Background: an optimization exercise with open tools, aiming at small area and a short achievable clock period. Do not read the settings as production practice.
At most, simulation tests tie the RTL to the original design; equivalence was not proved.
No functional check of the RTL was part of run 1.
Power figures rest on the tool's default switching activity, not on a simulated workload.

==> flow/design.v (outline; a module is shown in full before it is edited, if it fits) <==
// module num_rpad: 10 lines
// module num_sneg: 8 lines
// module num_sabs: 8 lines
// module num_min: 9 lines
// module num_max: 9 lines
// module num_smin: 9 lines
// module num_smax: 9 lines
// module num_ssignbit: 8 lines
// module num_sadd: 17 lines
// module num_smul: 47 lines
// module smul_q31: 815 lines
// module sq_benc: 10 lines
// module sq_bpp: 10 lines
// module sq_fa: 10 lines
// module sq_ha: 9 lines
module smul_q31 (
    input  logic        clk,
    input  logic        reset,
    input  logic        go,
    input  logic [31:0] left,
    input  logic [31:0] right,
    output logic [31:0] out,
    output logic        done
);
  // ...
==> flow/flow/run.sh <==
#!/bin/bash
# The standard synthesis and layout, with two changes to how the layout
# is made:
#  - after synthesis, the Booth selector gates (a22oi) are set to their
#    smallest drive strength (the placement's repair steps resize them again
#    where timing needs it);
#  - the input and output ports are buffered with buf_2 cells rather than
#    the flow's default choice.
set -euo pipefail
bash standard.sh synth > synth.log 2>&1
R=orfs/results/sky130hd/smul_q31/base
cat > downsize.tcl <<TCL
read_db $R/1_synth.odb
set db [ord::get_db]
set m1 [\$db findMaster sky130_fd_sc_hd__a22oi_1]
set n 0
foreach inst [[ord::get_db_block] getInsts] {
  if {[[\$inst getMaster] getName] eq "sky130_fd_sc_hd__a22oi_2"} {
    \$inst swapMaster \$m1
    incr n
  }
}
puts "downsized \$n a22oi_2 to a22oi_1"
write_db $R/1_synth.odb
TCL
openroad -no_init -exit downsize.tcl > downsize.log 2>&1
export BUFFER_PORTS_ARGS="-buffer_cell sky130_fd_sc_hd__buf_2"
bash standard.sh > layout.log 2>&1
==> flow/standard.sh <==
#!/bin/bash
# synth_recipe.tcl (not shown) runs the flow's synth.tcl, then flattens the netlist and writes it again
# the make line also repeats each setting of config.mk as NAME=value (left out here)
make -C /OpenROAD-flow-scripts/flow DESIGN_CONFIG=/design/flow/config.mk WORK_HOME=/design/flow/orfs CLKGATE_MAP_FILE= SYNTH_SCRIPT=/design/flow/synth_recipe.tcl "${@:-finish}"
==> flow/config.mk <==
export PLATFORM = sky130hd
export DESIGN_NAME = smul_q31
export DESIGN_NICKNAME = smul_q31
export VERILOG_FILES = /design/flow/design.v
export SDC_FILE = /design/flow/constraint.sdc
export NUM_CORES = 4
export LEC_CHECK = 0
export CAP_MARGIN = 20
export CORE_MARGIN = 2
export CORE_UTILIZATION = 60
export SETUP_SLACK_MARGIN = 2.8
export SLEW_MARGIN = 20
export SYNTH_HIERARCHICAL = 1
export SYNTH_MINIMUM_KEEP_SIZE = 0
==> flow/constraint.sdc <==
create_clock -name core_clock -period 8.0 [get_ports {clk}]
set_input_delay 1.6000 -clock core_clock [delete_from_list [all_inputs] [get_ports {clk}]]
set_output_delay 1.6000 -clock core_clock [all_outputs]
set_load 0.01 [all_outputs]
==> out/metrics.cfg, run 1 <==
[die]
die-area_um2=28400
die_y_um=168

[sta]
hold_violations=0
slew_viol_final=0
clock_skew_ns=0.0114

[grt]
grt_max_degree=76
grt_pass1_vias=14276
use_met1=0.539

[route]
via_per_inst=6.95
top_layer_used=met4
drc=0

[pwr]
total_power_mw=9.41
switching_share=0.506
seqPwrFrac=0.133

[critical_path]
r2r-end=sb[10]
r2r_cells=12
start_kind=input pin
crit_cells=11
r2r-start=d0
worst_path_largest_cell_delay_ns=0.50

[cts]
clock_sinks=84
cts_resized=30
clkSlewWorstSetupHoldPaths_ns=0.07

[cells_and_area]
stdcell_count=1997
multi_input_area_share=0.808
layout.nets=2082
layout_commonest_cell=fa_1

[placement]
dp_cells=1942

[job]
cap_violations=0

[status]
outcome=timing/DRC/antenna clean

[synthesis]
syn_area_um2=16200

==> module sq_benc, before the edit <==
module sq_benc (
    input  logic [2:0] b,
    output logic       neg,
    output logic       one,
    output logic       two
);
  assign neg = b[2];
  assign one = b[1] ^ b[0];
  assign two = (b[2] & ~b[1] & ~b[0]) | (~b[2] & b[1] & b[0]);
endmodule
==> run 2: changes to the inputs <==
--- a/flow/design.v
+++ b/flow/design.v
@@ -138,126 +138,127 @@
     input  logic        reset,
     input  logic        go,
     input  logic [31:0] left,
     input  logic [31:0] right,
     output logic [31:0] out,
     output logic        done
 );
   logic d0, d1;               
-  logic zero;                 
   logic [39:0] sa, sb;        
   logic sl;                   
   wire xen = go & ~d1;        
   wire cyc2 = d0 & ~d1;       
   wire hold = ~go | d1;       
-  wire kboth = cyc2 | hold;
+  wire keep = hold & ~reset;
+  wire add2 = cyc2 & ~reset;  
+  wire kboth = add2 | hold;
   assign done = d1;
   wire [16:0] bs = cyc2 ? right[31:15] : {right[15:0], 1'b0};
   wire [31:0] x = left & {32{xen}};
   wire [8:0] qlo = {1'b0, sa[7:0]} + {1'b0, sb[7:0]} + {8'd0, sl};
   wire [47:0] ea, eb;
-  assign ea[0] = (cyc2 & sa[8]);
-  assign eb[0] = (cyc2 & sb[8]);
-  assign ea[1] = (cyc2 & sa[9]);
-  assign eb[1] = (cyc2 & sb[9]);
-  assign ea[2] = (cyc2 & sa[10]);
-  assign eb[2] = (cyc2 & sb[10]);
-  assign ea[3] = (cyc2 & sa[11]);
-  assign eb[3] = (cyc2 & sb[11]);
-  assign ea[4] = (cyc2 & sa[12]);
-  assign eb[4] = (cyc2 & sb[12]);
-  assign ea[5] = (cyc2 & sa[13]);
-  assign eb[5] = (cyc2 & sb[13]);
-  assign ea[6] = (cyc2 & sa[14]);
-  assign eb[6] = (cyc2 & sb[14]);
-  assign ea[7] = (cyc2 & sa[15]);
-  assign eb[7] = (cyc2 & sb[15]);
-  assign ea[8] = (cyc2 & sa[16]) | (hold & sa[0]);
-  assign eb[8] = (cyc2 & sb[16]) | (hold & sb[0]);
-  assign ea[9] = (cyc2 & sa[17]) | (hold & sa[1]);
-  assign eb[9] = (cyc2 & sb[17]) | (hold & sb[1]);
-  assign ea[10] = (cyc2 & sa[18]) | (hold & sa[2]);
-  assign eb[10] = (cyc2 & sb[18]) | (hold & sb[2]);
-  assign ea[11] = (cyc2 & sa[19]) | (hold & sa[3]);
-  assign eb[11] = (cyc2 & sb[19]) | (hold & sb[3]);
-  assign ea[12] = (cyc2 & sa[20]) | (hold & sa[4]);
-  assign eb[12] = (cyc2 & sb[20]) | (hold & sb[4]);
-  assign ea[13] = (cyc2 & sa[21]) | (hold & sa[5]);
-  assign eb[13] = (cyc2 & sb[21]) | (hold & sb[5]);
-  assign ea[14] = (cyc2 & sa[22]) | (hold & sa[6]);
-  assign eb[14] = (cyc2 & sb[22]) | (hold & sb[6]);
-  assign ea[15] = (cyc2 & sa[23]) | (hold & sa[7]);
-  assign eb[15] = (cyc2 & sb[23]) | (hold & sb[7]);
-  assign ea[16] = (cyc2 & sa[24]) | (hold & sa[8]);
-  assign eb[16] = (cyc2 & sb[24]) | (hold & sb[8]);
-  assign ea[17] = (cyc2 & sa[25]) | (hold & sa[9]);
-  assign eb[17] = (cyc2 & sb[25]) | (hold & sb[9]);
-  assign ea[18] = (cyc2 & sa[26]) | (hold & sa[10]);
-  assign eb[18] = (cyc2 & sb[26]) | (hold & sb[10]);
-  assign ea[19] = (cyc2 & sa[27]) | (hold & sa[11]);
-  assign eb[19] = (cyc2 & sb[27]) | (hold & sb[11]);
-  assign ea[20] = (cyc2 & sa[28]) | (hold & sa[12]);
-  assign eb[20] = (cyc2 & sb[28]) | (hold & sb[12]);
-  assign ea[21] = (cyc2 & sa[29]) | (hold & sa[13]);
-  assign eb[21] = (cyc2 & sb[29]) | (hold & sb[13]);
-  assign ea[22] = (cyc2 & sa[30]) | (hold & sa[14]);
-  assign eb[22] = (cyc2 & sb[30]) | (hold & sb[14]);
-  assign ea[23] = (cyc2 & sa[31]) | (hold & sa[15]);
-  assign eb[23] = (cyc2 & sb[31]) | (hold & sb[15]);
-  assign ea[24] = (cyc2 & sa[32]) | (hold & sa[16]);
-  assign eb[24] = (cyc2 & sb[32]) | (hold & sb[16]);
-  assign ea[25] = (cyc2 & sa[33]) | (hold & sa[17]);
-  assign eb[25] = (cyc2 & sb[33]) | (hold & sb[17]);
-  assign ea[26] = (cyc2 & sa[34]) | (hold & sa[18]);
-  assign eb[26] = (cyc2 & sb[34]) | (hold & sb[18]);
-  assign ea[27] = (cyc2 & sa[35]) | (hold & sa[19]);
-  assign eb[27] = (cyc2 & sb[35]) | (hold & sb[19]);
-  assign ea[28] = (cyc2 & sa[36]) | (hold & sa[20]);
-  assign eb[28] = (cyc2 & sb[36]) | (hold & sb[20]);
-  assign ea[29] = (cyc2 & sa[37]) | (hold & sa[21]);
-  assign eb[29] = (cyc2 & sb[37]) | (hold & sb[21]);
-  assign ea[30] = (cyc2 & sa[38]) | (hold & sa[22]);
-  assign eb[30] = (cyc2 & sb[38]) | (hold & sb[22]);
-  assign ea[31] = (cyc2 & sa[39]) | (hold & sa[23]);
-  assign eb[31] = (cyc2 & sb[39]) | (hold & sb[23]);
-  assign ea[32] = (hold & sa[24]);
-  assign eb[32] = (hold & sb[24]);
-  assign ea[33] = (hold & sa[25]);
-  assign eb[33] = (hold & sb[25]);
-  assign ea[34] = (hold & sa[26]);
-  assign eb[34] = (hold & sb[26]);
-  assign ea[35] = (hold & sa[27]);
-  assign eb[35] = (hold & sb[27]);
-  assign ea[36] = (hold & sa[28]);
-  assign eb[36] = (hold & sb[28]);
-  assign ea[37] = (hold & sa[29]);
-  assign eb[37] = (hold & sb[29]);
-  assign ea[38] = (hold & sa[30]);
-  assign eb[38] = (hold & sb[30]);
-  assign ea[39] = (hold & sa[31]);
-  assign eb[39] = (hold & sb[31]);
-  assign ea[40] = (hold & sa[32]);
-  assign eb[40] = (hold & sb[32]);
-  assign ea[41] = (hold & sa[33]);
-  assign eb[41] = (hold & sb[33]);
-  assign ea[42] = (hold & sa[34]);
-  assign eb[42] = (hold & sb[34]);
-  assign ea[43] = (hold & sa[35]);
-  assign eb[43] = (hold & sb[35]);
-  assign ea[44] = (hold & sa[36]);
-  assign eb[44] = (hold & sb[36]);
-  assign ea[45] = (hold & sa[37]);
-  assign eb[45] = (hold & sb[37]);
-  assign ea[46] = (hold & sa[38]);
-  assign eb[46] = (hold & sb[38]);
-  assign ea[47] = (hold & sa[39]);
-  assign eb[47] = (hold & sb[39]);
-  wire ec = cyc2 & qlo[8];
-  wire eh = hold & sl;
+  assign ea[0] = (add2 & sa[8]);
+  assign eb[0] = (add2 & sb[8]);
+  assign ea[1] = (add2 & sa[9]);
+  assign eb[1] = (add2 & sb[9]);
+  assign ea[2] = (add2 & sa[10]);
+  assign eb[2] = (add2 & sb[10]);
+  assign ea[3] = (add2 & sa[11]);
+  assign eb[3] = (add2 & sb[11]);
+  assign ea[4] = (add2 & sa[12]);
+  assign eb[4] = (add2 & sb[12]);
+  assign ea[5] = (add2 & sa[13]);
+  assign eb[5] = (add2 & sb[13]);
+  assign ea[6] = (add2 & sa[14]);
+  assign eb[6] = (add2 & sb[14]);
+  assign ea[7] = (add2 & sa[15]);
+  assign eb[7] = (add2 & sb[15]);
+  assign ea[8] = (add2 & sa[16]) | (keep & sa[0]);
+  assign eb[8] = (add2 & sb[16]) | (keep & sb[0]);
+  assign ea[9] = (add2 & sa[17]) | (keep & sa[1]);
+  assign eb[9] = (add2 & sb[17]) | (keep & sb[1]);
+  assign ea[10] = (add2 & sa[18]) | (keep & sa[2]);
+  assign eb[10] = (add2 & sb[18]) | (keep & sb[2]);
+  assign ea[11] = (add2 & sa[19]) | (keep & sa[3]);
+  assign eb[11] = (add2 & sb[19]) | (keep & sb[3]);
+  assign ea[12] = (add2 & sa[20]) | (keep & sa[4]);
+  assign eb[12] = (add2 & sb[20]) | (keep & sb[4]);
+  assign ea[13] = (add2 & sa[21]) | (keep & sa[5]);
+  assign eb[13] = (add2 & sb[21]) | (keep & sb[5]);
+  assign ea[14] = (add2 & sa[22]) | (keep & sa[6]);
+  assign eb[14] = (add2 & sb[22]) | (keep & sb[6]);
+  assign ea[15] = (add2 & sa[23]) | (keep & sa[7]);
+  assign eb[15] = (add2 & sb[23]) | (keep & sb[7]);
+  assign ea[16] = (add2 & sa[24]) | (keep & sa[8]);
+  assign eb[16] = (add2 & sb[24]) | (keep & sb[8]);
+  assign ea[17] = (add2 & sa[25]) | (keep & sa[9]);
+  assign eb[17] = (add2 & sb[25]) | (keep & sb[9]);
+  assign ea[18] = (add2 & sa[26]) | (keep & sa[10]);
+  assign eb[18] = (add2 & sb[26]) | (keep & sb[10]);
+  assign ea[19] = (add2 & sa[27]) | (keep & sa[11]);
+  assign eb[19] = (add2 & sb[27]) | (keep & sb[11]);
+  assign ea[20] = (add2 & sa[28]) | (keep & sa[12]);
+  assign eb[20] = (add2 & sb[28]) | (keep & sb[12]);
+  assign ea[21] = (add2 & sa[29]) | (keep & sa[13]);
+  assign eb[21] = (add2 & sb[29]) | (keep & sb[13]);
+  assign ea[22] = (add2 & sa[30]) | (keep & sa[14]);
+  assign eb[22] = (add2 & sb[30]) | (keep & sb[14]);
+  assign ea[23] = (add2 & sa[31]) | (keep & sa[15]);
+  assign eb[23] = (add2 & sb[31]) | (keep & sb[15]);
+  assign ea[24] = (add2 & sa[32]) | (keep & sa[16]);
+  assign eb[24] = (add2 & sb[32]) | (keep & sb[16]);
+  assign ea[25] = (add2 & sa[33]) | (keep & sa[17]);
+  assign eb[25] = (add2 & sb[33]) | (keep & sb[17]);
+  assign ea[26] = (add2 & sa[34]) | (keep & sa[18]);
+  assign eb[26] = (add2 & sb[34]) | (keep & sb[18]);
+  assign ea[27] = (add2 & sa[35]) | (keep & sa[19]);
+  assign eb[27] = (add2 & sb[35]) | (keep & sb[19]);
+  assign ea[28] = (add2 & sa[36]) | (keep & sa[20]);
+  assign eb[28] = (add2 & sb[36]) | (keep & sb[20]);
+  assign ea[29] = (add2 & sa[37]) | (keep & sa[21]);
+  assign eb[29] = (add2 & sb[37]) | (keep & sb[21]);
+  assign ea[30] = (add2 & sa[38]) | (keep & sa[22]);
+  assign eb[30] = (add2 & sb[38]) | (keep & sb[22]);
+  assign ea[31] = (add2 & sa[39]) | (keep & sa[23]);
+  assign eb[31] = (add2 & sb[39]) | (keep & sb[23]);
+  assign ea[32] = (keep & sa[24]);
+  assign eb[32] = (keep & sb[24]);
+  assign ea[33] = (keep & sa[25]);
+  assign eb[33] = (keep & sb[25]);
+  assign ea[34] = (keep & sa[26]);
+  assign eb[34] = (keep & sb[26]);
+  assign ea[35] = (keep & sa[27]);
+  assign eb[35] = (keep & sb[27]);
+  assign ea[36] = (keep & sa[28]);
+  assign eb[36] = (keep & sb[28]);
+  assign ea[37] = (keep & sa[29]);
+  assign eb[37] = (keep & sb[29]);
+  assign ea[38] = (keep & sa[30]);
+  assign eb[38] = (keep & sb[30]);
+  assign ea[39] = (keep & sa[31]);
+  assign eb[39] = (keep & sb[31]);
+  assign ea[40] = (keep & sa[32]);
+  assign eb[40] = (keep & sb[32]);
+  assign ea[41] = (keep & sa[33]);
+  assign eb[41] = (keep & sb[33]);
+  assign ea[42] = (keep & sa[34]);
+  assign eb[42] = (keep & sb[34]);
+  assign ea[43] = (keep & sa[35]);
+  assign eb[43] = (keep & sb[35]);
+  assign ea[44] = (keep & sa[36]);
+  assign eb[44] = (keep & sb[36]);
+  assign ea[45] = (keep & sa[37]);
+  assign eb[45] = (keep & sb[37]);
+  assign ea[46] = (keep & sa[38]);
+  assign eb[46] = (keep & sb[38]);
+  assign ea[47] = (keep & sa[39]);
+  assign eb[47] = (keep & sb[39]);
+  wire ec = add2 & qlo[8];
+  wire eh = keep & sl;
   wire [0:0] neg0, one0, two0;
   sq_benc e0 (.b(bs[2:0]), .neg(neg0), .one(one0), .two(two0));
   wire [0:0] neg1, one1, two1;
   sq_benc e1 (.b(bs[4:2]), .neg(neg1), .one(one1), .two(two1));
   wire [0:0] neg2, one2, two2;
   sq_benc e2 (.b(bs[6:4]), .neg(neg2), .one(one2), .two(two2));
   wire [0:0] neg3, one3, two3;
   sq_benc e3 (.b(bs[8:6]), .neg(neg3), .one(one3), .two(two3));
@@ -301,77 +302,77 @@
   sq_fa f6 (.a(ea[14]), .b(eb[14]), .c(neg7[0]), .s(s5), .co(c6));
   wire s7, c8;
   sq_ha h8 (.a(pp0[14]), .b(pp1[12]), .s(s7), .co(c8));
   wire s9, c10;
   sq_fa f10 (.a(ea[15]), .b(eb[15]), .c(pp0[15]), .s(s9), .co(c10));
   wire s11, c12;
   sq_ha h12 (.a(pp1[13]), .b(pp2[11]), .s(s11), .co(c12));
   wire s13, c14;
-  sq_fa f14 (.a(cyc2), .b(ea[16]), .c(eb[16]), .s(s13), .co(c14));
+  sq_fa f14 (.a(add2), .b(ea[16]), .c(eb[16]), .s(s13), .co(c14));
   wire s15, c16;
   sq_fa f16 (.a(pp0[16]), .b(pp1[14]), .c(pp2[12]), .s(s15), .co(c16));
   wire s17, c18;
-  sq_fa f18 (.a(cyc2), .b(ea[17]), .c(eb[17]), .s(s17), .co(c18));
+  sq_fa f18 (.a(add2), .b(ea[17]), .c(eb[17]), .s(s17), .co(c18));
   wire s19, c20;
   sq_fa f20 (.a(pp0[17]), .b(pp1[15]), .c(pp2[13]), .s(s19), .co(c20));
   wire s21, c22;
   sq_fa f22 (.a(ea[18]), .b(eb[18]), .c(pp0[18]), .s(s21), .co(c22));
   wire s23, c24;
   sq_ha h24 (.a(pp1[16]), .b(pp2[14]), .s(s23), .co(c24));
   wire s25, c26;
-  sq_fa f26 (.a(cyc2), .b(ea[19]), .c(eb[19]), .s(s25), .co(c26));
+  sq_fa f26 (.a(add2), .b(ea[19]), .c(eb[19]), .s(s25), .co(c26));
   wire s27, c28;
   sq_fa f28 (.a(pp0[19]), .b(pp1[17]), .c(pp2[15]), .s(s27), .co(c28));
   wire s29, c30;
   sq_fa f30 (.a(ea[20]), .b(eb[20]), .c(pp0[20]), .s(s29), .co(c30));
   wire s31, c32;
   sq_ha h32 (.a(pp1[18]), .b(pp2[16]), .s(s31), .co(c32));
   wire s33, c34;
-  sq_fa f34 (.a(cyc2), .b(ea[21]), .c(eb[21]), .s(s33), .co(c34));
+  sq_fa f34 (.a(add2), .b(ea[21]), .c(eb[21]), .s(s33), .co(c34));
   wire s35, c36;
   sq_fa f36 (.a(pp0[21]), .b(pp1[19]), .c(pp2[17]), .s(s35), .co(c36));
   wire s37, c38;
   sq_fa f38 (.a(ea[22]), .b(eb[22]), .c(pp0[22]), .s(s37), .co(c38));
   wire s39, c40;
   sq_ha h40 (.a(pp1[20]), .b(pp2[18]), .s(s39), .co(c40));
   wire s41, c42;
-  sq_fa f42 (.a(cyc2), .b(ea[23]), .c(eb[23]), .s(s41), .co(c42));
+  sq_fa f42 (.a(add2), .b(ea[23]), .c(eb[23]), .s(s41), .co(c42));
   wire s43, c44;
   sq_fa f44 (.a(pp0[23]), .b(pp1[21]), .c(pp2[19]), .s(s43), .co(c44));
   wire s45, c46;
   sq_fa f46 (.a(ea[24]), .b(eb[24]), .c(pp0[24]), .s(s45), .co(c46));
   wire s47, c48;
   sq_ha h48 (.a(pp1[22]), .b(pp2[20]), .s(s47), .co(c48));
   wire s49, c50;
-  sq_fa f50 (.a(cyc2), .b(ea[25]), .c(eb[25]), .s(s49), .co(c50));
+  sq_fa f50 (.a(add2), .b(ea[25]), .c(eb[25]), .s(s49), .co(c50));
   wire s51, c52;
   sq_fa f52 (.a(pp0[25]), .b(pp1[23]), .c(pp2[21]), .s(s51), .co(c52));
   wire s53, c54;
   sq_fa f54 (.a(ea[26]), .b(eb[26]), .c(pp0[26]), .s(s53), .co(c54));
   wire s55, c56;
   sq_ha h56 (.a(pp1[24]), .b(pp2[22]), .s(s55), .co(c56));
   wire s57, c58;
-  sq_fa f58 (.a(cyc2), .b(ea[27]), .c(eb[27]), .s(s57), .co(c58));
+  sq_fa f58 (.a(add2), .b(ea[27]), .c(eb[27]), .s(s57), .co(c58));
   wire s59, c60;
   sq_fa f60 (.a(pp0[27]), .b(pp1[25]), .c(pp2[23]), .s(s59), .co(c60));
   wire s61, c62;
   sq_fa f62 (.a(ea[28]), .b(eb[28]), .c(pp0[28]), .s(s61), .co(c62));
   wire s63, c64;
   sq_ha h64 (.a(pp1[26]), .b(pp2[24]), .s(s63), .co(c64));
   wire s65, c66;
-  sq_fa f66 (.a(cyc2), .b(ea[29]), .c(eb[29]), .s(s65), .co(c66));
+  sq_fa f66 (.a(add2), .b(ea[29]), .c(eb[29]), .s(s65), .co(c66));
   wire s67, c68;
   sq_fa f68 (.a(pp0[29]), .b(pp1[27]), .c(pp2[25]), .s(s67), .co(c68));
   wire s69, c70;
   sq_fa f70 (.a(ea[30]), .b(eb[30]), .c(pp0[30]), .s(s69), .co(c70));
   wire s71, c72;
   sq_ha h72 (.a(pp1[28]), .b(pp2[26]), .s(s71), .co(c72));
   wire s73, c74;
-  sq_fa f74 (.a(cyc2), .b(ea[31]), .c(eb[31]), .s(s73), .co(c74));
+  sq_fa f74 (.a(add2), .b(ea[31]), .c(eb[31]), .s(s73), .co(c74));
   wire s75, c76;
   sq_fa f76 (.a(pp0[31]), .b(pp1[29]), .c(pp2[27]), .s(s75), .co(c76));
   wire s77, c78;
   sq_fa f78 (.a(hold), .b(ea[32]), .c(eb[32]), .s(s77), .co(c78));
   wire s79, c80;
   sq_fa f80 (.a(pp0[32]), .b(pp1[30]), .c(pp2[28]), .s(s79), .co(c80));
   wire s81, c82;
   sq_fa f82 (.a(kboth), .b(ea[33]), .c(eb[33]), .s(s81), .co(c82));
@@ -937,29 +938,27 @@
   wire [47:0] v2 = {c638, c636, s635, c632, c630, c628, s627, c624, s623, c620, s619, s617, s615, s613, s611, s609, s607, s605, s603, s601, s599, s597, s595, s593, s591, s589, s587, s585, s583, s581, s579, s577, s575, s573, s571, s569, s567, s565, s563, s561, s559, s557, s555, s553, s551, s549, s547, s545};
   wire [8:0] vlo = {1'b0, v1[7:0]} + {1'b0, v2[7:0]};
   always_ff @(posedge clk) begin
     d0 <= go;
     d1 <= go & d0;
     sa <= v1[47:8];
     sb <= v2[47:8];
     sl <= vlo[8];
-    if (reset) zero <= 1'b1;
-    else if (cyc2) zero <= 1'b0;
   end
   wire [38:0] res = sa[38:0] + sb[38:0] + {38'd0, sl};
-  assign out = zero ? 32'd0 : res[38:7];
+  assign out = res[38:7];
 endmodule
 module sq_benc (
     input  logic [2:0] b,
     output logic       neg,
     output logic       one,
     output logic       two
 );
-  assign neg = b[2];
+  assign neg = b[2] & ~(b[1] & b[0]);    
   assign one = b[1] ^ b[0];
   assign two = (b[2] & ~b[1] & ~b[0]) | (~b[2] & b[1] & b[0]);
 endmodule
 module sq_bpp (
     input  logic x0,
     input  logic x1,
     input  logic neg,
     input  logic one,
==> flow/config.mk (replaced) <==
export PLATFORM = sky130hd
export DESIGN_NAME = smul_q31
export DESIGN_NICKNAME = smul_q31
export VERILOG_FILES = /design/flow/design.v
export SDC_FILE = /design/flow/constraint.sdc
export NUM_CORES = 4
export LEC_CHECK = 0
export CAP_MARGIN = 20
export CORE_MARGIN = 2
export CORE_UTILIZATION = 45
export SETUP_SLACK_MARGIN = 2.8
export SLEW_MARGIN = 20
export SYNTH_HIERARCHICAL = 1
export SYNTH_MINIMUM_KEEP_SIZE = 0
==> out/metrics.cfg, run 2 <==
[status]
outcome=timing/DRC/antenna clean  ; unchanged

[cts]
cts-root-buf=clkbuf_16  ; unchanged
clk_path_buf_depth=2  ; unchanged
clkSlewWorstSetupHoldPaths_ns=0.07  ; about the same
cts_tree=built  ; unchanged
clock_latency_ns=0.37  ; was 0.36 ns
cts_buffers=9  ; unchanged
clock_sinks=83  ; was 84
htreeDepth=3  ; unchanged

[die]
rows=68  ; was 60
die_w_um=192  ; was 168 um
coreArea_um2=34500  ; was 26700 um^2
pin_count=100  ; unchanged
initial_utilization=0.458  ; was 0.607
die_y_um=192  ; was 168 um
die-area_um2=36700  ; was 28400 um^2

[cells_and_area]
area_growth_pct=15.2  ; was 14.2%
drive_above_1_share=0.178  ; was 0.174
utilization=0.527  ; was 0.693
layout_commonest_cell=xnor2_1  ; was fa_1
final_cell_mix=279 x xnor2_1, 276 x fa_1, 264 x a22oi_1  ; was 277 x fa_1, 276 x xnor2_1, 244 x a22oi_1
stdcell_count=2077  ; was 1997
layout.nets=2053  ; was 2082
final_area_um2=18200  ; was 18500 um^2
top_regs=sa: 40 flops, sb: 40 flops  ; unchanged

[synthesis]
syn_area_um2=15800  ; was 16200 um^2
yosysWarningCount=7  ; unchanged
syn_inst=1452  ; was 1513
syn_avg_cell_area_um2=10.9  ; was 10.7 um^2

[route]
first_pass_iters=6  ; unchanged
num_vias=13273  ; was 13.9k
wl_um=57300  ; was 56500 um
antenna_left=0  ; unchanged
drc=0  ; unchanged
via_per_inst=6.39  ; was 6.95
drt-initial-drc-count=1315  ; was 1711
wl_per_cell_um=27.6  ; was 28.3 um

[grt]
grt_max_degree=82  ; was 76
antenna_found_initial=1  ; was 0
grt_pass1_vias=13485  ; was 14.3k
grt_usage=0.317  ; was 0.403
grt_pass1_wl_um=85700  ; was 85400 um
overflow=0  ; unchanged

[sta]
setup-tns-final_ns=0  ; unchanged
hold_violations=0  ; unchanged
finalCritPeriodShare=0.653  ; was 0.644
hold_ws_ns=0.492  ; was 0.604 ns
fmax_mhz=191  ; was 194 MHz
worst_slack_ns=2.78  ; was 2.85 ns
fin_crit_ns=5.22  ; was 5.15 ns
clock_skew_ns=0.0124  ; was 0.0114 ns
setup_viol=0  ; unchanged
rsz0062_at_grt=true  ; unchanged
slew_viol_final=0  ; unchanged
worst-slew-pin-transition_ns=0.963  ; was 0.877 ns
slew-limit-headroom=0.358  ; was 0.416

[placement]
dp_cells=2009  ; was 1942
place.gp.congestion=0.889  ; was 0.934
hpwl_um=39700  ; was 37900 um
pre_cts_slack_ns=1.68  ; was 1.50 ns
io_buffers=99  ; unchanged
placed_cell_area_um2=17200  ; was 17600 um^2

[critical_path]
critPathMaxFanout=16  ; unchanged
start_kind=input pin  ; unchanged
cp_data_required_time_ns=8.24  ; about the same
endpoint_kind=flip-flop  ; unchanged
crit_arrival_ns=5.46  ; was 5.39 ns
critical_path_class=in2reg  ; unchanged
regToRegSetupSlack_ns=2.93  ; was 2.92 ns
r2r-end=sb[18]  ; was sb[10]
r2r-start=d1  ; was d0
r2r_cells=10  ; was 12

[hold_path]
hold_depth=1  ; unchanged
hold_start=d0  ; unchanged
min_path_type=reg2reg  ; unchanged
min_to=d1  ; unchanged

[pwr]
total_power_mw=8.48  ; was 9.41 mW
p_leak_nw=7.05  ; was 6.95 nW
power_density_nw_per_um2=465  ; was 508 nW/um^2
max-vdd-ir-drop_uv=551  ; was 369 uV

[job]
cap_violations=0  ; unchanged

[run 2: power by group]
group | internal, mW | total (mW) | leakage (nW) | switching, mW
Sequential | 0.785 | 1.18 | 0.699 | 0.397
Combinational | 3.10 | 6.84 | 6.20 | 3.75
Clock | 0.248 | 0.451 | 0.149 | 0.204
Total | 4.13 | 8.48 | 7.05 | 4.35
[run 2: worst max path at each step]
| stage | from | depth (start not counted) | end | slack (ns) |
|---|---|---|---|---|
| floorplan | right[17] | 9 | sb[12] | 2.55 |
| global placement | go | 11 | sb[17] | 1.77 |
| detailed placement | go | 11 | sb[22] | 1.68 |
| CTS | go | 11 | sb[15] | 2.81 |
| global route | go | 12 | sb[18] | 2.69 |
| finish | go | 12 | sb[18] | 2.78 |
[run 2: what timing repair did]
action	4_1_cts	5_1_grt
setup endpoints to repair	68	49
hold buffers	0	0
buffers inserted	13	23
cloned	8	4
pin swaps	6	6
gates resized for setup	26	30
[run 2: layout make-up]
| cell class | count | area [um^2] |
|---|---|---|
| clock inverters | 7 | 83.8 |
| clock buffers | 9 | 225 |
| repair buffers | 167 | 1220 |
| multi-input cells | 1335 | 14400 |
| inverters | 17 | 63.8 |
| well taps | 455 | 569 |
| diodes | 4 | 10.0 |
| flip-flops and latches | 83 | 1660 |
| fillers | 3116 | 16300 |
[run 2: critical path: stages]
cell     delay (ns)
buf_2          0.13
nor2b_4        0.18
buf_12         0.14
buf_4          0.23
and2_2         0.41
a22oi_1        0.17
xnor2_1        0.17
fa_1           0.57
fa_1           0.46
fa_1           0.41
fa_1           0.53
fa_1           0.43
[run 2: routing by layer]
| metal | up-vias | part of all wire | track usage |
|---|---|---|---|
| met5 | - | 0 | 0 |
| met1 | 6759 | 0.42 | 0.449 |
| met4 | 0 | 0.030 | 0.104 |
| met3 | 108 | 0.11 | 0.0815 |
| li1 | 5617 | - | - |
| met2 | 789 | 0.44 | 0.473 |
==> run 3: changes to the inputs <==
--- a/flow/design.v
+++ b/flow/design.v
@@ -953,7 +953,7 @@
     output logic       one,
     output logic       two
 );
-  assign neg = b[2] & ~(b[1] & b[0]);    
+  assign neg = b[2];
   assign one = b[1] ^ b[0];
   assign two = (b[2] & ~b[1] & ~b[0]) | (~b[2] & b[1] & b[0]);
 endmodule
==> out/metrics.cfg, run 3 <==
[status]
outcome=timing/DRC/antenna clean  ; unchanged

[cells_and_area]
utilization=0.531  ; was 0.527
antenna_cells=0  ; was 4
nFillCells=3173  ; was 3116
final_area_um2=18300  ; was 18200 um^2
final_cell_mix=283 x xnor2_1, 278 x fa_1, 247 x a22oi_1  ; was 279 x xnor2_1, 276 x fa_1, 264 x a22oi_1
layout.nets=2029  ; was 2053
drive_above_1_share=0.180  ; was 0.178
stdcell_count=2057  ; was 2077
area_growth_pct=16.0  ; was 15.2%
layout_commonest_cell=xnor2_1  ; unchanged
top_regs=sa: 40 flops, sb: 40 flops  ; unchanged

[route]
dr_wl_met3_um=6230  ; was 6350 um
wl_um=56900  ; was 57300 um
top_layer_used=met4  ; unchanged
num_vias=13132  ; was 13.3k
wl_met2_um=24800  ; was 25300 um
drt-initial-drc-count=1347  ; was 1315
antenna_left=0  ; unchanged
first_pass_iters=6  ; unchanged
wl_met1_um=24100  ; was 23900 um
drc=0  ; unchanged
via_per_inst=6.38  ; was 6.39
wl_per_cell_um=27.7  ; was 27.6 um

[die]
die_y_um=191  ; was 192 um
initial_utilization=0.457  ; was 0.458
coreArea_um2=34500  ; unchanged
rows=68  ; unchanged
pin_count=100  ; unchanged
die_w_um=191  ; was 192 um
die-area_um2=36600  ; was 36700 um^2

[cts]
cts_tree=built  ; unchanged
cts-hold-fix-buffers=0  ; unchanged
cts_buffers=9  ; unchanged
cts-root-buf=clkbuf_16  ; unchanged
clkSlewWorstSetupHoldPaths_ns=0.07  ; about the same
clock_sinks=83  ; unchanged
clock_latency_ns=0.36  ; was 0.37 ns
clk_path_buf_depth=2  ; unchanged
htreeDepth=3  ; unchanged

[job]
cap_violations=0  ; unchanged

[placement]
place.gp.congestion=0.902  ; was 0.889
pre_cts_slack_ns=1.47  ; was 1.68 ns
placed_cell_area_um2=17300  ; was 17200 um^2
dp_cells=2001  ; was 2009
hpwl_um=40300  ; was 39700 um
io_buffers=99  ; unchanged

[pwr]
max-vdd-ir-drop_uv=381  ; was 551 uV
internal-power_mw=4.15  ; was 4.13 mW
p_sw_mw=4.34  ; was 4.35 mW
switching_share=0.511  ; was 0.513
power_density_nw_per_um2=463  ; was 465 nW/um^2
seqPwrFrac=0.135  ; was 0.139
clkPwrFrac=0.055  ; was 0.053
p_comb_frac=0.810  ; was 0.807
p_leak_nw=6.90  ; was 7.05 nW

[synthesis]
syn_inst=1452  ; unchanged
yosysWarningCount=7  ; unchanged
syn_area_um2=15800  ; about the same
syn_avg_cell_area_um2=10.9  ; about the same

[critical_path]
crit_arrival_ns=5.39  ; was 5.46 ns
critPathMaxFanout=10  ; was 16
endpoint_kind=flip-flop  ; unchanged
start_kind=input pin  ; unchanged
cp_data_required_time_ns=8.23  ; was 8.24 ns
critical_path_class=in2reg  ; unchanged

[grt]
grt_max_degree=52  ; was 82
overflow=0  ; unchanged
antenna_found_initial=1  ; unchanged
grt_usage=0.318  ; was 0.317
grt_pass1_wl_um=85600  ; was 85700 um
grt_pass1_vias=13193  ; was 13.5k

[sta]
clock_skew_ns=0.0113  ; was 0.0124 ns
fin_crit_ns=5.15  ; was 5.22 ns
setup_viol=0  ; unchanged
slew_viol_final=0  ; unchanged
worst-slew-pin-transition_ns=0.871  ; was 0.963 ns
slew-limit-headroom=0.420  ; was 0.358
hold_violations=0  ; unchanged
setup-tns-final_ns=0  ; unchanged
rsz0062_at_grt=true  ; unchanged
fmax_mhz=194  ; was 191 MHz
worst_slack_ns=2.85  ; was 2.78 ns
finalCritPeriodShare=0.644  ; was 0.653

[hold_path]
min_path_type=reg2reg  ; unchanged

-- run 3: changes by cell type in the layout (fill, tap and decap cells not counted), moves of 5 or more --
cell     change
a22oi_1     -17
a22oi_2     +17
buf_4       -14
mux2_4       +5
nor2b_2      -5
nor2b_4      -9
o22ai_4      +5
xor2_4       +9
-- run 3: metal layers --
layer  vias to the layer above  track usage
met5                         -            0
met4                         0       0.0944
met3                        94       0.0832
met2                       812        0.465
met1                      6671        0.462
li1                       5555            -
-- run 3: repair_timing --
item / in CTS / in global routing
buffers inserted: 19 / 8
gates resized for setup: 35 / 34
pin swaps: 13 / 4
endpoints found under the setup margin: 72 / 41
cloned: 11 / 2
-- run 3: layout make-up --
| class | instances | area (um^2) | share of cell area |
|---|---|---|---|
| well taps | 455 | 569 | 0.0310 |
| repair buffers | 156 | 1150 | 0.0627 |
| inverters | 17 | 63.8 | 0.00348 |
| clock inverters | 6 | 88.8 | 0.00485 |
| clock buffers | 10 | 229 | 0.0125 |
| multi-input cells | 1330 | 14600 | 0.795 |
| flip-flops and latches | 83 | 1660 | 0.0906 |
-- run 3: critical path, stage by stage --
cell and delay [ns]:
buf_2 0.09, mux2_4 0.34, nand2b_4 0.21, o22ai_2 0.54
a22oi_1 0.17, xnor2_1 0.29, ha_1 0.31, fa_1 0.51
fa_1 0.40, fa_1 0.51, fa_1 0.41
-- run 3: stage by stage --
| stage | total power, mW | hold WS [ns] |
|---|---|---|
| detailed placement | 7.86 | 0.459 |
| finish | 8.49 | 0.467 |
| CTS | 8.43 | 0.469 |
| floorplan | 5.66 | 0.436 |
| global route | 9.34 | 0.481 |
| global placement | 7.69 | 0.441 |
-- run 3: final timing paths --
kind	startpoint	cells past startpoint	endpoint	slack, ns
setup / recovery	right[20]	11	sb[21]	2.85
hold / removal	d0	1	d1	0.47
hold reg to reg	d0	1	d1	0.47
setup reg to reg	d1	12	sb[17]	2.90
-- run 3: power by group through the flow --
stage | registers [mW] | logic, mW | clock network, mW
3_3_place_gp | 1.15 | 6.54 | 0
6_report | 1.15 | 6.88 | 0.467
5_1_grt | 1.15 | 7.70 | 0.493
4_1_cts | 1.14 | 6.82 | 0.475
3_5_place_dp | 1.14 | 6.72 | 0
2_1_floorplan | 0.902 | 4.76 | 0
==> run 4: changes to the inputs <==
--- a/flow/config.mk
+++ b/flow/config.mk
@@ -7,7 +7,8 @@
 export LEC_CHECK = 0
 export CAP_MARGIN = 20
 export CORE_MARGIN = 2
-export CORE_UTILIZATION = 45
+export CORE_UTILIZATION = 60
+export PLACE_DENSITY = 0.75
 export SETUP_SLACK_MARGIN = 2.8
 export SLEW_MARGIN = 20
 export SYNTH_HIERARCHICAL = 1
==> out/metrics.cfg, run 4 <==
[status]
outcome=timing/DRC/antenna clean  ; unchanged

[placement]
placed_cell_area_um2=17200  ; was 17300 um^2
pre_cts_slack_ns=1.76  ; was 1.47 ns
place.gp.congestion=1.00  ; was 0.902
io_buffers=99  ; unchanged
hpwl_um=37500  ; was 40300 um

[cts]
clkSlewWorstSetupHoldPaths_ns=0.06  ; was 0.07 ns
cts-root-buf=clkbuf_16  ; unchanged
clock_sinks=83  ; unchanged
clock_latency_ns=0.36  ; about the same
cts-hold-fix-buffers=0  ; unchanged
htreeDepth=3  ; unchanged
clk_path_buf_depth=2  ; unchanged
cts_buffers=9  ; unchanged
cts_tree=built  ; unchanged

[route]
wl_per_cell_um=28.9  ; was 27.7 um
num_vias=13554  ; was 13.1k
drt-initial-drc-count=1700  ; was 1347
wl_um=55700  ; was 56900 um
via_per_inst=7.04  ; was 6.38
antenna_left=0  ; unchanged
drc=0  ; unchanged
first_pass_iters=8  ; was 6

[pwr]
clkPwrFrac=0.056  ; was 0.055
p_leak_nw=6.80  ; was 6.90 nW
power_density_nw_per_um2=464  ; was 463 nW/um^2
switching_share=0.509  ; was 0.511
p_sw_mw=4.26  ; was 4.34 mW
max-vdd-ir-drop_uv=473  ; was 381 uV
p_comb_frac=0.802  ; was 0.810
internal-power_mw=4.11  ; was 4.15 mW
seqPwrFrac=0.142  ; was 0.135

[hold_path]
min_path_type=reg2reg  ; unchanged
hold_start=d0  ; unchanged
min_to=d1  ; unchanged
hold_depth=1  ; unchanged

[cells_and_area]
seqCellArea_um2=1660  ; unchanged
drive_above_1_share=0.168  ; was 0.180
area_growth_pct=14.1  ; was 16.0%
nFillCells=1977  ; was 3173
layout_commonest_cell=xnor2_1  ; unchanged
top_regs=sa: 40 flops, sb: 40 flops  ; unchanged
layout.nets=2014  ; was 2029
final_area_um2=18000  ; was 18300 um^2
final_cell_mix=284 x xnor2_1, 278 x fa_1, 247 x a22oi_1  ; was 283 x xnor2_1, 278 x fa_1, 247 x a22oi_1
multi_input_area_um2=14500  ; was 14600 um^2
utilization=0.694  ; was 0.531

[die]
pin_count=100  ; unchanged
die_w_um=166  ; was 191 um
die_y_um=166  ; was 191 um
coreArea_um2=26000  ; was 34500 um^2
rows=59  ; was 68
initial_utilization=0.608  ; was 0.457
die-area_um2=27600  ; was 36600 um^2

[grt]
grt_pass1_wl_um=83400  ; was 85600 um
antenna_found_initial=1  ; unchanged
grt_max_degree=74  ; was 52
overflow=0  ; unchanged
grt_pass1_vias=13843  ; was 13.2k
grt_usage=0.397  ; was 0.318

[synthesis]
syn_inst=1452  ; unchanged
syn_area_um2=15800  ; unchanged
yosysWarningCount=7  ; unchanged
syn_avg_cell_area_um2=10.9  ; unchanged

[critical_path]
critical_path_class=in2reg  ; unchanged
r2r-start=d1  ; unchanged
crit_arrival_ns=5.38  ; was 5.39 ns
r2r-end=sb[29]  ; was sb[17]
r2r_cells=12  ; unchanged
cp_data_required_time_ns=8.23  ; about the same
regToRegSetupSlack_ns=3.10  ; was 2.90 ns
critPathLaunch=right[17]  ; was right[20]
start_kind=input pin  ; unchanged
endpoint_kind=flip-flop  ; unchanged
critPathMaxFanout=16  ; was 10

[sta]
clock_skew_ns=0.00318  ; was 0.0113 ns
worst_slack_ns=2.85  ; about the same
worst-slew-pin-transition_ns=0.853  ; was 0.871 ns
fin_crit_ns=5.15  ; about the same
hold_violations=0  ; unchanged
finalCritPeriodShare=0.643  ; was 0.644
fmax_mhz=194  ; about the same
rsz0062_at_grt=true  ; unchanged
hold_ws_ns=0.538  ; was 0.467 ns
slew_viol_final=0  ; unchanged
setup-tns-final_ns=0  ; unchanged
setup_viol=0  ; unchanged
slew-limit-headroom=0.430  ; was 0.420

[job]
cap_violations=0  ; unchanged

## run 4: worst max path at each step
| stage | end | slack [ns] | depth (start not counted) |
|---|---|---|---|
| global route | sb[11] | 2.77 | 11 |
| finish | sb[9] | 2.85 | 11 |
| detailed placement | sb[17] | 1.76 | 12 |
| floorplan | sb[11] | 2.71 | 10 |
| CTS | sb[25] | 2.79 | 12 |
| global placement | sb[16] | 1.85 | 12 |
## run 4: area by class of cell
class | count | area share
multi-input cells | 1324 | 0.802
flip-flops and latches | 83 | 0.0922
inverters | 17 | 0.00354
diodes | 3 | 0.000416
clock inverters | 6 | 0.00493
repair buffers | 147 | 0.0602
well taps | 335 | 0.0232
clock buffers | 10 | 0.0133
## run 4: per-stage QoR
step	power (mW)	instances
after floorplan	5.66	1459
after global placement	7.34	1879
after detailed placement	7.65	1882
after CTS	8.20	1913
after global routing	9.17	1923
final	8.37	1925
## run 4: what timing repair did
item | 4_1_cts | 5_1_grt
endpoints found under the setup margin | 72 | 53
setup buffers | 11 | 5
pin swaps | 9 | 4
gates cloned | 4 | 4
resized for setup | 37 | 26
## run 4: critical path, stage by stage
cell and delay (ns):
buf_2 0.18, mux2_8 0.42, o22ai_4 0.23, buf_4 0.29
a22oi_1 0.13, xnor2_1 0.18, fa_1 0.61, fa_1 0.46
fa_2 0.36, fa_1 0.50, fa_1 0.42
## run 4: power groups by stage
stage / combinational (mW) / clock (mW) / sequential, mW
after floorplan: 4.76 / 0 / 0.902
after global placement: 6.20 / 0 / 1.14
after detailed placement: 6.51 / 0 / 1.14
after CTS: 6.59 / 0.472 / 1.13
after global routing: 7.52 / 0.486 / 1.16
final: 6.71 / 0.471 / 1.18
## run 4: metal layers
| layer | vias to the layer above | GRT usage | wire, um |
|---|---|---|---|
| li1 | 5525 | - | - |
| met1 | 6588 | 0.526 | 19900 |
| met4 | 2 | 0.204 | 3400 |
| met5 | - | 0.0209 | 71 |
| met2 | 1172 | 0.585 | 23900 |
| met3 | 267 | 0.129 | 8440 |
==> run 5: changes to the inputs <==
--- a/flow/design.v
+++ b/flow/design.v
@@ -953,7 +953,7 @@
     output logic       one,
     output logic       two
 );
-  assign neg = b[2];
+  assign neg = b[2] & ~(b[1] & b[0]);    
   assign one = b[1] ^ b[0];
   assign two = (b[2] & ~b[1] & ~b[0]) | (~b[2] & b[1] & b[0]);
 endmodule
==> out/metrics.cfg, run 5 <==
[critical_path]
r2r_cells=11  ; was 12
critPathLaunch=right[9]  ; was right[17]
start_kind=input pin  ; unchanged
endpoint_kind=flip-flop  ; unchanged
critPathCapture=sb[12]  ; was sb[9]
critPathMaxFanout=16  ; unchanged
r2r-start=d1  ; unchanged
cp_data_required_time_ns=8.24  ; was 8.23 ns
crit_arrival_ns=5.39  ; was 5.38 ns
r2r-end=sb[12]  ; was sb[29]
critical_path_class=in2reg  ; unchanged
regToRegSetupSlack_ns=3.10  ; about the same

[sta]
hold_violations=0  ; unchanged
worst_slack_ns=2.85  ; about the same
setup-tns-final_ns=0  ; unchanged
finalCritPeriodShare=0.644  ; was 0.643
clock_skew_ns=0.0143  ; was 0.00318 ns
slew-limit-headroom=0.398  ; was 0.430
setup_viol=0  ; unchanged
fin_crit_ns=5.15  ; about the same
worst-slew-pin-transition_ns=0.904  ; was 0.853 ns
hold_ws_ns=0.494  ; was 0.538 ns
fmax_mhz=194  ; about the same
slew_viol_final=0  ; unchanged
rsz0062_at_grt=true  ; unchanged

[status]
outcome=timing/DRC/antenna clean  ; unchanged

[grt]
antenna_found_initial=2  ; was 1
grt_max_degree=82  ; was 74
grt_pass1_vias=13736  ; was 13.8k
grt_pass1_wl_um=81000  ; was 83400 um
overflow=0  ; unchanged
grt_usage=0.382  ; was 0.397

[cells_and_area]
seqCellArea_um2=1660  ; unchanged
nFillCells=1956  ; was 1977
multi_input_area_um2=14400  ; was 14500 um^2
top_regs=sa: 40 flops, sb: 40 flops  ; unchanged
layout.nets=2037  ; was 2014
area_growth_pct=13.4  ; was 14.1%
utilization=0.690  ; was 0.694
layout_commonest_cell=fa_1  ; was xnor2_1
final_area_um2=17900  ; was 18000 um^2
drive_above_1_share=0.165  ; was 0.168
final_cell_mix=280 x fa_1, 279 x xnor2_1, 264 x a22oi_1  ; was 284 x xnor2_1, 278 x fa_1, 247 x a22oi_1

[route]
wl_per_cell_um=28.0  ; was 28.9 um
via_per_inst=6.96  ; was 7.04
first_pass_iters=7  ; was 8
num_vias=13499  ; was 13.6k
drc=0  ; unchanged
antenna_left=0  ; unchanged
drt-initial-drc-count=1629  ; was 1700
wl_um=54300  ; was 55700 um

[pwr]
power_density_nw_per_um2=473  ; was 464 nW/um^2
max-vdd-ir-drop_uv=465  ; was 473 uV
p_leak_nw=6.95  ; was 6.80 nW

[hold_path]
min_path_type=reg2reg  ; unchanged
hold_depth=1  ; unchanged

[cts]
clk_path_buf_depth=2  ; unchanged
cts_tree=built  ; unchanged
htreeDepth=3  ; unchanged
clock_latency_ns=0.36  ; about the same
cts_buffers=9  ; unchanged
clkSlewWorstSetupHoldPaths_ns=0.07  ; was 0.06 ns
cts-root-buf=clkbuf_16  ; unchanged
clock_sinks=83  ; unchanged
cts-hold-fix-buffers=0  ; unchanged

[die]
rows=59  ; unchanged
die-area_um2=27700  ; was 27600 um^2
initial_utilization=0.609  ; was 0.608
die_y_um=166  ; about the same
coreArea_um2=26000  ; unchanged
die_w_um=166  ; about the same
pin_count=100  ; unchanged

[placement]
placed_cell_area_um2=17000  ; was 17200 um^2
place.gp.congestion=0.973  ; was 1.00
hpwl_um=37400  ; was 37500 um
io_buffers=99  ; unchanged
pre_cts_slack_ns=2.06  ; was 1.76 ns

[synthesis]
syn_inst=1452  ; unchanged
syn_avg_cell_area_um2=10.9  ; about the same
syn_area_um2=15800  ; about the same
yosysWarningCount=7  ; unchanged

[job]
cap_violations=0  ; unchanged

==> run 5: through the flow <==
step	power [mW]	cells
2_1_floorplan	5.74	1459
5_1_grt	9.25	1937
4_1_cts	8.32	1913
6_report	8.48	1939
3_3_place_gp	7.44	1883
3_5_place_dp	7.82	1884
==> run 5: where the power goes <==
group | total, mW | switching, mW | internal [mW]
logic | 6.87 | 3.74 | 3.12
registers | 1.17 | 0.389 | 0.786
clock network | 0.440 | 0.195 | 0.244
==> run 5: what timing repair did <==
| action | CTS | global route |
|---|---|---|
| endpoints found under the setup margin | 61 | 53 |
| setup buffers | 9 | 22 |
| pin swaps | 3 | 7 |
| gates resized for setup | 34 | 23 |
| cloned | 4 | 2 |
==> run 5: how the worst min path moves through the flow <==
stage               from  slack [ns]  endpoint
floorplan             d0        0.44        d1
global placement      d0        0.44        d1
detailed placement    d0        0.45        d1
CTS                   d0        0.47        d1
global route          d0        0.51        d1
finish                d0        0.49        d1
==> run 5: layout make-up <==
class                      instances  area share
antenna                            2    0.000279
clock buffer                       9      0.0126
clock inverter                     7     0.00426
inverter                          17     0.00356
multi-input combinational       1332       0.802
sequential                        83      0.0926
tap                              335      0.0234
timing repair buffer             154      0.0612
==> run 5: worst max-delay path: stages <==
cell     delay, ns
buf_2         0.07
mux2_2        0.34
nand2_1       0.34
o22ai_4       0.71
a22oi_1       0.18
xnor2_1       0.20
fa_1          0.48
fa_1          0.51
fa_1          0.54
fa_1          0.40
==> run 5: routing by layer <==
| layer | up-vias | share of wire | GRT usage |
|---|---|---|---|
| met5 | - | 0.00017 | 0 |
| met4 | 2 | 0.058 | 0.168 |
| met3 | 251 | 0.15 | 0.144 |
| met2 | 1093 | 0.44 | 0.577 |
| met1 | 6589 | 0.36 | 0.494 |
| li1 | 5564 | - | - |
==> run 6: changes to the inputs <==
--- a/flow/config.mk
+++ b/flow/config.mk
@@ -9,7 +9,7 @@
 export CORE_MARGIN = 2
 export CORE_UTILIZATION = 60
 export PLACE_DENSITY = 0.75
-export SETUP_SLACK_MARGIN = 2.8
+export SETUP_SLACK_MARGIN = 2.95
 export SLEW_MARGIN = 20
 export SYNTH_HIERARCHICAL = 1
 export SYNTH_MINIMUM_KEEP_SIZE = 0
==> out/metrics.cfg, run 6 <==
[sta]
hold_violations=0  ; unchanged
slew_viol_final=0  ; unchanged
rsz0062_at_grt=true  ; unchanged
setup_viol=0  ; unchanged
worst_slack_ns=2.88  ; was 2.85 ns
worst-slew-pin-transition_ns=0.775  ; was 0.904 ns
hold_ws_ns=0.540  ; was 0.494 ns
clock_skew_ns=0.0105  ; was 0.0143 ns
setup-tns-final_ns=0  ; unchanged
fin_crit_ns=5.12  ; was 5.15 ns
fmax_mhz=195  ; was 194 MHz
finalCritPeriodShare=0.640  ; was 0.644
slew-limit-headroom=0.484  ; was 0.398

[critical_path]
critPathCapture=sb[10]  ; was sb[12]
r2r-start=d1  ; unchanged
endpoint_kind=flip-flop  ; unchanged
start_kind=input pin  ; unchanged
regToRegSetupSlack_ns=3.04  ; was 3.10 ns
r2r_cells=14  ; was 11
critPathLaunch=right[20]  ; was right[9]
crit_arrival_ns=5.36  ; was 5.39 ns
critPathMaxFanout=8  ; was 16
path_common_cell=fa_2  ; was fa_1
cp_data_required_time_ns=8.24  ; about the same
worstPathCellList=buf_2 -> mux2_4 -> nand2b_4 -> o22ai_4 -> buf_12 -> clkbuf_16 -> a22oi_1 -> xnor2_2 -> fa_2 -> fa_2 -> fa_2 -> fa_1 -> fa_1  ; was buf_2 -> mux2_2 -> nand2_1 -> o22ai_4 -> a22oi_1 -> xnor2_1 -> fa_1 -> fa_1 -> fa_1 -> fa_1
worst_path_largest_cell_delay_ns=0.56  ; was 0.71 ns
critical_path_class=in2reg  ; unchanged
cpMaxStageDelayCell=fa_2  ; was o22ai_4
r2r-end=sb[22]  ; was sb[12]

[placement]
io_buffers=99  ; unchanged
hpwl_um=37200  ; was 37400 um
place.gp.congestion=0.970  ; was 0.973
pre_cts_slack_ns=1.87  ; was 2.06 ns

[cells_and_area]
drive_above_1_share=0.205  ; was 0.165
layout_commonest_cell=xnor2_1  ; was fa_1
utilization=0.717  ; was 0.690
final_cell_mix=274 x xnor2_1, 263 x a22oi_1, 259 x fa_1  ; was 280 x fa_1, 279 x xnor2_1, 264 x a22oi_1
area_growth_pct=17.8  ; was 13.4%
layout.nets=2074  ; was 2037
top_regs=sa: 40 flops, sb: 40 flops  ; unchanged
nFillCells=1853  ; was 1956

[cts]
clkSlewWorstSetupHoldPaths_ns=0.07  ; about the same
clock_latency_ns=0.36  ; about the same
cts-hold-fix-buffers=0  ; unchanged
clock_sinks=83  ; unchanged
htreeDepth=3  ; unchanged
clk_path_buf_depth=2  ; unchanged
cts-root-buf=clkbuf_16  ; unchanged
cts_tree=built  ; unchanged
cts_buffers=9  ; unchanged

[grt]
grt_pass1_wl_um=85100  ; was 81000 um
grt_pass1_vias=14215  ; was 13.7k
overflow=0  ; unchanged
grt_usage=0.404  ; was 0.382
grt_max_degree=41  ; was 82
antenna_found_initial=4  ; was 2

[route]
wl_um=58100  ; was 54300 um
num_vias=14101  ; was 13.5k
first_pass_iters=10  ; was 7
drc=0  ; unchanged
drt-initial-drc-count=2199  ; was 1629
via_per_inst=7.12  ; was 6.96
wl_per_cell_um=29.3  ; was 28.0 um
antenna_left=0  ; unchanged

[status]
outcome=timing/DRC/antenna clean  ; unchanged

[die]
die_w_um=166  ; unchanged
rows=59  ; unchanged
die-area_um2=27700  ; unchanged
pin_count=100  ; unchanged
initial_utilization=0.609  ; unchanged
die_y_um=166  ; unchanged
coreArea_um2=26000  ; unchanged

[synthesis]
syn_area_um2=15800  ; unchanged
syn_inst=1452  ; unchanged
syn_avg_cell_area_um2=10.9  ; unchanged
yosysWarningCount=7  ; unchanged

[pwr]
total_power_mw=8.68  ; was 8.48 mW
power_density_nw_per_um2=466  ; was 473 nW/um^2
max-vdd-ir-drop_uv=438  ; was 465 uV
p_leak_nw=7.27  ; was 6.95 nW

[job]
cap_violations=0  ; unchanged

[hold_path]
min_path_type=reg2reg  ; unchanged

-- run 6: timing repair --
item	in CTS	in global routing
cloned	12	2
pin swaps	16	21
setup buffers	30	30
resized for setup	45	55
setup endpoints to repair	70	50
-- run 6: worst min-delay path by stage --
| stage | start | end | slack (ns) | cells past startpoint |
|---|---|---|---|---|
| floorplan | d0 | d1 | 0.44 | 1 |
| global placement | d0 | d1 | 0.45 | 1 |
| detailed placement | d0 | d1 | 0.46 | 1 |
| CTS | d0 | d1 | 0.50 | 1 |
| global route | d0 | d1 | 0.54 | 1 |
| finish | d0 | d1 | 0.54 | 1 |
-- run 6: area by class of cell --
class | count | area [um^2] | share of cell area
multi-input cells | 1334 | 14600 | 0.782
flip-flops and latches | 83 | 1660 | 0.0892
repair buffers | 189 | 1590 | 0.0854
well taps | 335 | 419 | 0.0225
clock buffers | 9 | 225 | 0.0121
clock inverters | 7 | 77.6 | 0.00416
inverters | 17 | 63.8 | 0.00343
diodes | 7 | 17.5 | 0.000940
-- run 6: report_power, final --
part	leakage [nW]	switching, mW	internal, mW
Sequential	0.699	0.393	0.786
Clock	0.146	0.197	0.245
Combinational	6.43	3.83	3.23
Total	7.27	4.42	4.26
-- run 6: critical path: cells and delay by family --
family          cells  cell delay [ns]
fa+ha+maj           5             2.31
buf+inv             3             0.42
compound gates      2             0.36
xor+xnor            1             0.19
simple gates        1             0.17
mux                 1             0.31
-- run 6: per-stage QoR --
step	instances	instance area (um^2)
after floorplan	1459	16100
after global placement	1884	17100
after detailed placement	1884	17100
after CTS	1942	18100
after global routing	1975	18600
final	1981	18600
-- run 6: per-layer routing --
layer  global-route usage  up-vias  routed length [um]
met4                0.229        0                4380
met5                    0        -                   0
met3                0.141      338                8870
met1                0.523     6852               20300
met2                0.594     1251               24500
li1                     -     5660                   -
==> run 7: changes to the inputs <==
--- a/flow/config.mk
+++ b/flow/config.mk
@@ -9,7 +9,7 @@
 export CORE_MARGIN = 2
 export CORE_UTILIZATION = 60
 export PLACE_DENSITY = 0.75
-export SETUP_SLACK_MARGIN = 2.95
+export SETUP_SLACK_MARGIN = 2.7
 export SLEW_MARGIN = 20
 export SYNTH_HIERARCHICAL = 1
 export SYNTH_MINIMUM_KEEP_SIZE = 0
==> out/metrics.cfg, run 7 <==
[status]
outcome=timing/DRC/antenna clean  ; unchanged

[critical_path]
r2r-end=sb[10]  ; was sb[22]
crit_arrival_ns=5.46  ; was 5.36 ns
start_kind=input pin  ; unchanged
critPathMaxFanout=81  ; was 8
regToRegSetupSlack_ns=2.77  ; was 3.04 ns
critical_path_class=in2reg  ; unchanged
cp_data_required_time_ns=8.19  ; was 8.24 ns
r2r_cells=11  ; was 14
r2r-start=d1  ; unchanged
endpoint_kind=flip-flop  ; unchanged

[cells_and_area]
layout_commonest_cell=fa_1  ; was xnor2_1
layout.nets=2019  ; was 2074
nFillCells=1992  ; was 1853
utilization=0.679  ; was 0.717
drive_above_1_share=0.153  ; was 0.205
top_regs=sa: 40 flops, sb: 40 flops  ; unchanged
final_area_um2=17700  ; was 18600 um^2
final_cell_mix=285 x fa_1, 280 x xnor2_1, 264 x a22oi_1  ; was 274 x xnor2_1, 263 x a22oi_1, 259 x fa_1
area_growth_pct=11.6  ; was 17.8%
antenna_cells=0  ; was 7

[die]
coreArea_um2=26000  ; unchanged
initial_utilization=0.609  ; unchanged
rows=59  ; unchanged
pin_count=100  ; unchanged
die-area_um2=27700  ; unchanged
die_w_um=166  ; unchanged
die_y_um=166  ; unchanged

[grt]
antenna_found_initial=3  ; was 4
grt_pass1_wl_um=81700  ; was 85100 um
grt_pass1_vias=14155  ; about the same
grt_max_degree=82  ; was 41
grt_usage=0.386  ; was 0.404
overflow=0  ; unchanged

[sta]
fmax_mhz=190  ; was 195 MHz
setup-tns-final_ns=0  ; unchanged
worst-slew-pin-transition_ns=1.10  ; was 0.775 ns
clock_skew_ns=0.0155  ; was 0.0105 ns
finalCritPeriodShare=0.659  ; was 0.640
setup_viol=0  ; unchanged
slew_viol_final=0  ; unchanged
slew-limit-headroom=0.263  ; was 0.484
hold_violations=0  ; unchanged
fin_crit_ns=5.27  ; was 5.12 ns
rsz0062_at_grt=false  ; was true

[cts]
cts_buffers=9  ; unchanged
clk_path_buf_depth=2  ; unchanged
clock_latency_ns=0.37  ; was 0.36 ns
cts_tree=built  ; unchanged
clock_sinks=83  ; unchanged
htreeDepth=3  ; unchanged
clkSlewWorstSetupHoldPaths_ns=0.07  ; about the same
cts-root-buf=clkbuf_16  ; unchanged

[route]
first_pass_iters=8  ; was 10
antenna_left=0  ; unchanged
drc=0  ; unchanged
wl_um=53300  ; was 58100 um
wl_per_cell_um=27.8  ; was 29.3 um
num_vias=13547  ; was 14.1k
drt-initial-drc-count=1746  ; was 2199
via_per_inst=7.06  ; was 7.12

[placement]
hpwl_um=37500  ; was 37200 um
place.gp.congestion=0.942  ; was 0.970
placed_cell_area_um2=17000  ; was 17100 um^2
io_buffers=99  ; unchanged

[hold_path]
hold_depth=1  ; unchanged
min_to=d1  ; unchanged
min_path_type=reg2reg  ; unchanged
hold_start=d0  ; unchanged

[pwr]
max-vdd-ir-drop_uv=427  ; was 438 uV
p_leak_nw=6.83  ; was 7.27 nW
power_density_nw_per_um2=477  ; was 466 nW/um^2

[synthesis]
syn_area_um2=15800  ; unchanged
syn_inst=1452  ; unchanged
syn_avg_cell_area_um2=10.9  ; unchanged
yosysWarningCount=7  ; unchanged

[job]
cap_violations=0  ; unchanged

run 7: area by class of cell:
class | instances | area (um^2) | share of cell area
clock buffers | 11 | 253 | 0.0143
clock inverters | 5 | 60.1 | 0.00340
inverters | 17 | 63.8 | 0.00361
multi-input cells | 1332 | 14300 | 0.811
flip-flops and latches | 83 | 1660 | 0.0941
well taps | 335 | 419 | 0.0237
repair buffers | 136 | 886 | 0.0502
run 7: repair_timing:
item | 4_1_cts | 5_1_grt
resized for setup | 27 | 15
gates cloned | 4 | 2
buffers inserted | 8 | 2
hold buffers | 0 | 0
setup endpoints to repair | 64 | 53
pin swaps | 3 | 2
run 7: worst max path at each step:
stage | cells past startpoint | end | slack (ns) | startpoint
global route | 12 | sa[16] | 2.70 | right[20]
detailed placement | 11 | sb[25] | 1.76 | go
floorplan | 9 | sb[12] | 2.55 | right[17]
global placement | 11 | sb[25] | 1.89 | go
CTS | 12 | sl | 2.70 | go
finish | 11 | sa[16] | 2.73 | go
run 7: power by group:
group	total (mW)	switching, mW	leakage, nW	internal [mW]
clock	0.458	0.198	0.152	0.261
combinational	6.78	3.72	5.98	3.06
sequential	1.18	0.396	0.699	0.786
total	8.42	4.31	6.83	4.11
run 7: per-stage QoR:
stage	worst slack, ns	hold WS [ns]	power (mW)	std cells
final	2.73	0.537	8.42	1919
after global routing	2.70	0.546	9.28	1919
after CTS	2.70	0.474	8.31	1915
after detailed placement	1.76	0.458	7.79	1887
after global placement	1.89	0.446	7.45	1885
after floorplan	2.55	0.436	5.72	1459
run 7: critical path, cell delays in order:
cell     delay [ns]
buf_2          0.16
nor2b_4        0.17
buf_4          0.17
nor2_4         0.07
buf_6          0.48
a22o_1         0.29
fa_1           0.46
fa_1           0.61
fa_1           0.45
fa_1           0.49
fa_1           0.51
run 7: routing by layer:
layer,part of all wire,up-vias,wire length [um],GRT usage
met1,0.37,6729,19600,0.502
met5,0.00052,-,28,0
met4,0.057,4,3050,0.174
met2,0.43,1067,23200,0.584
met3,0.14,225,7460,0.135
li1,-,5522,-,-

[port drivers added, routing unchanged]
The flow's constraints put no driver on any port. The routed layouts listed below were extracted and timed again, unchanged, in two steps.
Step 1: set_driving_cell puts a clkbuf_16 on clk and a buf_2 on each other input, an assumption about the parent block.
Step 2 also shifts input and output timing later by t, the mid clock arrival at the registers, as if the neighbouring blocks saw the same clock.
Slacks: ideal ports / drivers / drivers and shift; pairs: ideal ports / drivers.
run | t (ns) | setup WS [ns] | hold WS [ns] | slew at the worst register clock pin (ns) | cell pins on the clock port's net
run 1 | 0.409 | 2.850 / 2.883 / 2.474 | 0.604 / 0.604 / 0.604 | 0.07 / 0.07 | 1
run 2 | 0.407 | 2.777 / 2.797 / 2.390 | 0.492 / 0.492 / 0.492 | 0.08 / 0.08 | 1
run 3 | 0.405 | 2.845 / 2.868 / 2.463 | 0.467 / 0.467 / 0.467 | 0.07 / 0.07 | 1
run 4 | 0.401 | 2.853 / 2.880 / 2.480 | 0.538 / 0.538 / 0.538 | 0.07 / 0.07 | 1
run 5 | 0.395 | 2.851 / 2.863 / 2.468 | 0.494 / 0.494 / 0.494 | 0.07 / 0.07 | 1
run 6 | 0.400 | 2.881 / 2.902 / 2.503 | 0.540 / 0.540 / 0.540 | 0.07 / 0.07 | 1
run 7 | 0.403 | 2.732 / 2.759 / 2.355 | 0.537 / 0.537 / 0.537 | 0.08 / 0.08 | 1
After both steps every run listed still meets setup and hold. The setup slack of run 2, which loses most, moves by +0.020 ns with the drivers and by -0.387 ns with both steps.
